This design comes from an exercise in tuning for small area, a short achievable clock period and few clock cycles per item on the open sky130 flow, not from production work.
Function was checked by simulation only, so behaviour that the tests miss may differ from the original.
No activity file was given, so power comes from the tool's default toggle rates.

`design/flow/config.mk`:
```
export PLATFORM = sky130hd
export DESIGN_NAME = mltp
export DESIGN_NICKNAME = mltp
export VERILOG_FILES = /design/flow/design.v
export SDC_FILE = /design/flow/constraint.sdc
export NUM_CORES = 4
export LEC_CHECK = 0
export CAP_MARGIN = 20
export CORE_MARGIN = 2
export CORE_UTILIZATION = 40
export SLEW_MARGIN = 20
```
`design/flow/constraint.sdc`:
```
create_clock -name core_clock -period 5.0 [get_ports {CLK}]
set_input_delay 1.0000 -clock core_clock [delete_from_list [all_inputs] [get_ports {CLK}]]
set_output_delay 1.0000 -clock core_clock [all_outputs]
set_load 0.01 [all_outputs]
```
`design/flow/design.v`:
```
`timescale 1ns / 1ps
module mltp (
  input S, CLK, Clr,
  input [7:0] Binput, Qinput,
  output reg [7:0] A, Q,
  output reg R  
);
  always @(posedge CLK)
    if (S) {A, Q} <= Binput * Qinput;
  always @(posedge CLK or negedge Clr)
    if (~Clr) R <= 1'b0;
    else if (S) R <= 1'b1;
endmodule
```
`design/flow/run.sh`:
```
#!/bin/bash
# synth_recipe.tcl (not shown) runs the flow's synth.tcl, then flattens the netlist and writes it again
# the make line also repeats each setting of config.mk as NAME=value (left out here)
make -C /OpenROAD-flow-scripts/flow DESIGN_CONFIG=/design/flow/config.mk WORK_HOME=/design/flow/orfs CLKGATE_MAP_FILE= SYNTH_SCRIPT=/design/flow/synth_recipe.tcl finish
```
==> reports/qor.yml, run 1 <==
detailed_routing:
  routedWlPerCell_um: 12.76
  number_of_vias_in_the_routed_layout: 2012
  routed_wl_um: 5296
  route.met3.wl_um: 140
  detailedRoute.firstIterationViolations: 47
  vias_per_cell: 4.848
  wl_met1_um: 2273
  antenna_violating_nets_post_route: 0
  drtPass1Iterations: 4
  met2_wire_length_um: 2850
  route.detailed.drc: 0
  dr.max_layer_used: "met4"
synth:
  synthDominantAreaCellType: "fa_1"
  yosys.cell_count.top_type: "inv_1"
  count_of_mapped_cells_out_of_synthesis: 261
  yosys_warnings: 1
  netlist_area_before_placement_mm2: 0.002619
  synth.area.top_cells: "fa_1, edfxtp_1, ha_1"
  seq_area_frac_synth_pct: 19.30
  synth.top_cell.area_share_pct: 27.52
  synth_ff_type: "edfxtp_1"
  synth_enable_flop_cells: 16
  async_flop_share_pct: 5.882
  synth_cell_types: 31
  syn_nets: 352
  number_of_storage_elements_in_the_synthesis_netlist: 17
  synth_top_cells_by_count: "inv_1, and2_1, fa_1, ha_1, nand2_1"
  synthesis.area_per_instance_um2: 10.03
clock_network:
  cts.root.buffer_cell: "clkbuf_8"
  clock_sink_count: 17
  maximum_level_of_the_cts_h_tree: 1
  cts_buffers: 3
  holdBufCountCts: 0
  clkSlewWorstSetupHoldPaths_ns: 0.08
  clock_path_buffers: 2
  clk-insertion-delay-late_ns: 0.26
  cts_tree: "yes"
worst_setup_path:
  worst_setup_ep_type: "flip-flop"
  regToRegStartpoint: "R"
  setup.worst_path.class: "input pin to flip-flop"
  cp-start-kind: "input pin"
  cp_data_required_time_ns: 5.02
  cp_max_fo: 5
  cp-startpoint: "Binput[4]"
  critPathArrivalTime_ns: 4.85
pwr:
  cellPowerDensity_mw_per_mm2: 388.7
  post-layout-total-power_w: 0.001333
  max-vdd-ir-drop_mv: 0.2072
  cellLeakagePower_nw: 1.721
grt:
  largest_net_degree_at_the_start_of_global_routing: 18
  global_route_wire_length_before_repair_um: 9335
  grt_overflow_total: 0
  antenna_found_initial: 0
  via_count_of_the_first_global_routing_pass: 2167
  grt_overall_usage_pct: 15.87
final_layout:
  nNetsFinal: 430
  layout.core_utilization_pct: 53.99
  antenna_cells_inserted: 0
  layout-drive-gt1-share_pct: 17.16
  synthToLayoutAreaGrowth_pct: 30.91
timing:
  drv_slew: 0
  worst-slew-pin-transition_ns: 0.7920
  final_skew_ns: 0
  setup_viol: 0
  slew_headroom_pct: 47.04
  maxClockFrequency_ghz: 0.2072
  final-hold-violation-count: 0
  min_period_over_period_pct: 96.51
  post-route-min-period_ns: 4.826
worst_hold_path:
  hold_path_class: "flip-flop to flip-flop"
  min_from: "R"
floorplan:
  floorplan.die.width_um: 84.91
  std_cell_rows: 29
  vertical_die_dimension_um: 84.91
  floorplan.core_area_mm2: 0.006350
  floorplan.die_area_mm2: 0.007210
  ios: 36
  floorplan.initialDensity_pct: 41.24
placed_design:
  gp_congestion: 0.7904
  io_buffers: 35
  place.detailed.hpwl_um: 4638
outcome:
  result_of_the_run: "complete, no violations"
run:
  number_of_max_capacitance_violations_reported: 0
[metrics by stage]
stage	hold WS [ns]	setup WS [ns]	area, µm²	cells	TNS, ns
after floorplan	0.5121	0.2960	2619	261	0
after global placement	0.4530	-0.4207	3351	411	-2.503
after detailed placement	0.4601	-0.4586	3351	411	-2.835
after CTS	0.4809	0.01269	3398	415	0
after global routing	0.5057	-0.00009459	3428	415	-0.00009459
final	0.4757	0.1744	3428	415	0
[kinds of logic after synthesis]
family | share of synthesized area, %
AND/OR/NAND/NOR | 18.73
adder cells (fa/ha/maj) | 44.72
buffers and inverters | 7.024
AO/OA/AOI/OAI | 6.545
flip-flops | 19.30
XOR/XNOR | 3.679
[registers in the layout, summed over array words and instances (netlist names)]
signal / flops
A: 8
R: 1
Q: 8
[routing by layer]
metal | track usage, % | vias to the layer above
met2 | 29.06 | 24
li1 | - | 989
met4 | 2.165 | 0
met5 | 0 | -
met1 | 20.14 | 995
met3 | 2.724 | 4
[path summary, 6_finish.rpt]
check                             to  slack, ns  depth (start not counted)
worst min-delay path               R       0.48                          1
worst max-delay path            A[3]       0.17                         16
min in group asynchronous          R       0.86                          1
max in group asynchronous          R       4.04                          1
worst min register to register     R       0.48                          1
worst max register to register     R       4.22                          1
[placed cells by master, fill, tap and decap left out, types with 3 or more instances in the layout]
master,Yosys,final
xor2_1,4,4
a211o_1,3,3
clkdlybuf4s50_1,0,23
and3_1,3,3
xnor2_1,7,7
edfxtp_1,16,16
clkbuf_8,0,3
ha_1,36,35
dlygate4sd2_1,0,6
and2_1,47,45
inv_1,49,49
o21a_1,4,4
clkbuf_2,0,3
buf_4,0,38
nor2_1,6,6
fa_1,36,36
a21oi_1,5,4
and2_4,1,3
nand2_1,23,22
[report_power, final]
part	switching [W]	total (W)	internal, W
combinational	0.000444	0.000967	0.000523
clock	0.0000561	0.000112	0.0000562
sequential	0.0000129	0.000253	0.000241
total	0.000512	0.00133	0.000820
[timing repair]
action,in CTS,in global routing
resized for setup,11,16
buffers inserted,0,0
cloned,0,0
pin swaps,1,4
endpoints found under the setup margin,6,6
[critical path, stage by stage]
cell	delay, ns
dlygate4sd2_1	0.31
and2_4	0.17
fa_1	0.50
inv_1	0.05
fa_1	0.48
inv_1	0.06
fa_1	0.53
inv_1	0.06
fa_1	0.52
inv_1	0.04
ha_1	0.30
and2_4	0.16
a221oi_4	0.28
nand2_1	0.11
a31oi_1	0.21
xnor2_1	0.08
[final cells by class]
class                           count  area [µm²]
Inverter                           49       183.9
Tap cell                           77       96.34
Clock inverter                      1       7.507
Timing Repair Buffer               73       618.1
Fill cell                         582        2922
Sequential cell                    17       505.5
Multi-Input combinational cell    195        1976
Clock buffer                        3       41.29
Testbench counts, summed over its fixed seeds: cycles 2,048, products 2,048.
==> run 2: changes to the inputs <==
==> design/flow/design.v (replaced) <==
`timescale 1ns / 1ps
module mltp (
  input S, CLK, Clr,
  input [7:0] Binput, Qinput,
  output [7:0] A, Q,
  output reg R  
);
  reg [7:0] B, M;
  always @(posedge CLK)
    if (S) begin
      B <= Binput;
      M <= Qinput;
    end
  assign {A, Q} = B * M;
  always @(posedge CLK or negedge Clr)
    if (~Clr) R <= 1'b0;
    else if (S) R <= 1'b1;
endmodule
==> reports/qor.yml, run 2 <==
floorplan:
  ios: 36
  floorplan.die.width_um: 84.91
  floorplan.core_area_mm2: 0.006350
  vertical_die_dimension_um: 84.91
  floorplan.die_area_mm2: 0.007210
  floorplan.initialDensity_pct: 41.24
  std_cell_rows: 29
synth:
  number_of_storage_elements_in_the_synthesis_netlist: 17
  yosys.cell_count.top_type: "inv_1"
  syn_nets: 352
  synthesis.area_per_instance_um2: 10.03
  async_flop_share_pct: 5.882
  synth_enable_flop_cells: 16
  synth_top_cells_by_count: "inv_1, and2_1, fa_1, ha_1, nand2_1"
  seq_area_frac_synth_pct: 19.30
  synth.top_cell.area_share_pct: 27.52
  count_of_mapped_cells_out_of_synthesis: 261
  synth_ff_type: "edfxtp_1"
  synthDominantAreaCellType: "fa_1"
  netlist_area_before_placement_mm2: 0.002619
  yosys_warnings: 1
  synth.area.top_cells: "fa_1, edfxtp_1, ha_1"
  synth_cell_types: 31
worst_hold_path:
  hold_depth: 1
  hold_end: "R"
  min_from: "R"
  hold_path_class: "flip-flop to flip-flop"
timing:
  setup_viol: 7
  slew_headroom_pct: 52.96
  min_period_over_period_pct: 105.7
  hold-worst-slack_ns: 0.4792
  post-route-min-period_ns: 5.287
  final_critical_path_setup_slack_ns: -0.2870
  final_skew_ns: 0
  maxClockFrequency_ghz: 0.1891
  worst-slew-pin-transition_ns: 0.7034
  grt_setup_unrepaired: "true"
  drv_slew: 0
  final-hold-violation-count: 0
final_layout:
  final_cell_mix: "buf_4, inv_1, and2_1"
  nNetsFinal: 448
  mostFrequentLayoutCell: "buf_4"
  antenna_cells_inserted: 0
  layout.cell_area.non_filler_mm2: 0.003732
  layout.core_utilization_pct: 58.78
  synthToLayoutAreaGrowth_pct: 42.52
  layout-drive-gt1-share_pct: 32.58
grt:
  global_route_wire_length_before_repair_um: 9218
  largest_net_degree_at_the_start_of_global_routing: 18
  via_count_of_the_first_global_routing_pass: 2143
  grt_overflow_total: 0
  grt_overall_usage_pct: 15.25
  antenna_found_initial: 0
worst_setup_path:
  cp_cell_sequence: "and2_4 -> fa_1 -> inv_2 -> fa_1 -> inv_1 -> fa_1 -> inv_1 -> fa_1 -> inv_2 -> ha_4 -> and2_4 -> a221oi_4 -> nand3_2 -> and3_1 -> a211oi_2 -> buf_2"
  regToRegStartpoint: "R"
  setup.worst_path.class: "flip-flop to primary output"
  cp-startpoint: "M[2]"
  path_buf_inv: 5
  critical_path.max_stage_delay_ns: 0.54
  crit_slowest_cell: "fa_1"
  critPathArrivalTime_ns: 4.29
  cp_data_required_time_ns: 4.00
  timing.rr.end: "R"
  r2r_cells: 1
  cp_max_fo: 3
  cp_top_family: "adder cells"
  ff2ff_setup_slack_ns: 4.22
  timing.critical_path.mode_cell: "fa_1"
  cp-start-kind: "flip-flop"
  worst_setup_ep_type: "primary output"
detailed_routing:
  routedWlPerCell_um: 12.19
  route.detailed.drc: 0
  drtPass1Iterations: 4
  vias_per_cell: 4.598
  antenna_violating_nets_post_route: 0
  routed_wl_um: 5279
  number_of_vias_in_the_routed_layout: 1991
  detailedRoute.firstIterationViolations: 40
pwr:
  cellPowerDensity_mw_per_mm2: 575.8
  p_sw_w: 0.0009050
  internal_power_w: 0.001244
  max-vdd-ir-drop_mv: 0.6996
  cellLeakagePower_nw: 1.817
  seq_power_share_pct: 8.4
  post-layout-total-power_w: 0.002149
  power_frac_clock_pct: 4.5
  switching_share_pct: 42.11
  p_comb_share_pct: 87.0
outcome:
  checkFailReasons: "negative setup slack"
  result_of_the_run: "failed layout checks"
clock_network:
  clock_path_buffers: 2
  cts_buffers: 3
  clkSlewWorstSetupHoldPaths_ns: 0.06
  maximum_level_of_the_cts_h_tree: 1
  clock_sink_count: 17
  cts_tree: "yes"
  cts.root.buffer_cell: "clkbuf_8"
  clk-insertion-delay-late_ns: 0.24
  holdBufCountCts: 0
placed_design:
  io_buffers: 35
  detailedPlace.worstSlack_ns: -0.6035
  gp_congestion: 0.8200
  placedInstanceArea_mm2: 0.003438
  place.detailed.hpwl_um: 4407
run:
  number_of_max_capacitance_violations_reported: 0
## run 2: cell counts after synthesis
Identical to the previous run, type by type.
## run 2: what timing repair did
action / in CTS / in global routing
endpoints found under the setup margin: 11 / 10
gates cloned: 0 / 0
resized for setup: 77 / 17
buffers inserted: 12 / 0
pin swaps: 45 / 21
## run 2: cells by family after synthesis
logic type	share of synthesized area [%]
AOI/OAI and AO/OA	6.545
xor gates and xnor gates	3.679
and+or+nand+nor	18.73
DFF	19.30
buffers and inverters	7.024
adders and majority gates	44.72
## run 2: through the flow
stage | TNS (ns) | instances
after global routing | -2.620 | 433
final | -1.300 | 433
after detailed placement | -3.999 | 419
after CTS | -1.572 | 434
after global placement | -3.859 | 419
after floorplan | 0 | 261
## run 2: metal layers
metal / up-vias / global-route usage (%) / part of all wire (%)
met1: 932 / 19.77 / 46
li1: 1026 / - / -
met3: 0 / 0.8755 / 2.3
met5: - / 0 / 0
met4: 0 / 1.299 / 0
met2: 33 / 29.13 / 52
## run 2: final cells by class
| cell class | count | area, µm² |
|---|---|---|
| fillers | 535 | 2618 |
| multi-input cells | 195 | 2137 |
| repair buffers | 91 | 764.5 |
| flip-flops and latches | 17 | 505.5 |
| inverters | 49 | 183.9 |
| well taps | 77 | 96.34 |
| clock buffers | 4 | 45.04 |
## run 2: power groups by stage
stage	combinational [W]	clock [W]	sequential, W
2_1_floorplan	0.000968	0	0.000183
3_3_place_gp	0.00169	0	0.000185
3_5_place_dp	0.00172	0	0.000185
4_1_cts	0.00179	0.0000996	0.000181
5_1_grt	0.00208	0.000107	0.000183
6_report	0.00187	0.0000971	0.000181
## run 2: how the worst max path moves through the flow
stage | end | depth (start not counted)
2_1_floorplan | A[7] | 15
3_3_place_gp | A[7] | 16
3_5_place_dp | A[7] | 16
4_1_cts | A[7] | 17
5_1_grt | A[7] | 14
6_report | A[7] | 16
Testbench counts of run 2, summed over its fixed seeds: cycles 2,048, products 2,048.

==> static timing again, ports no longer ideal <==
No port has a modelled driver above. Below, the same layouts with a new extraction and two added sets of constraints.
Step 1 assumes that a clkbuf_16 drives the clock port and a buf_2 every other input.
Step 2 times the ports against the registers' clock, not the clock port: input delays grow and output delays shrink by t, the midpoint of the rising clock arrivals with the driver on.
Three values: ideal ports, drivers, drivers and shift; two values: the first two.
run	t (ns)	setup slack, ns	hold slack, ns	latest minus earliest clock arrival (ns)	worst data-port slew with drivers (ns)
run 1	0.286	0.174 / 0.184 / -0.103	0.476 / 0.476 / 0.476	0.013 / 0.013	0.03
run 2	0.261	-0.287 / -0.307 / -0.046	0.479 / 0.479 / 0.479	0.006 / 0.006	0.03
Met with ideal ports but missed after step 2: setup timing in run 1. For run 1, which loses most, drivers alone change the setup slack by +0.010 ns; drivers and shift together by -0.277 ns.
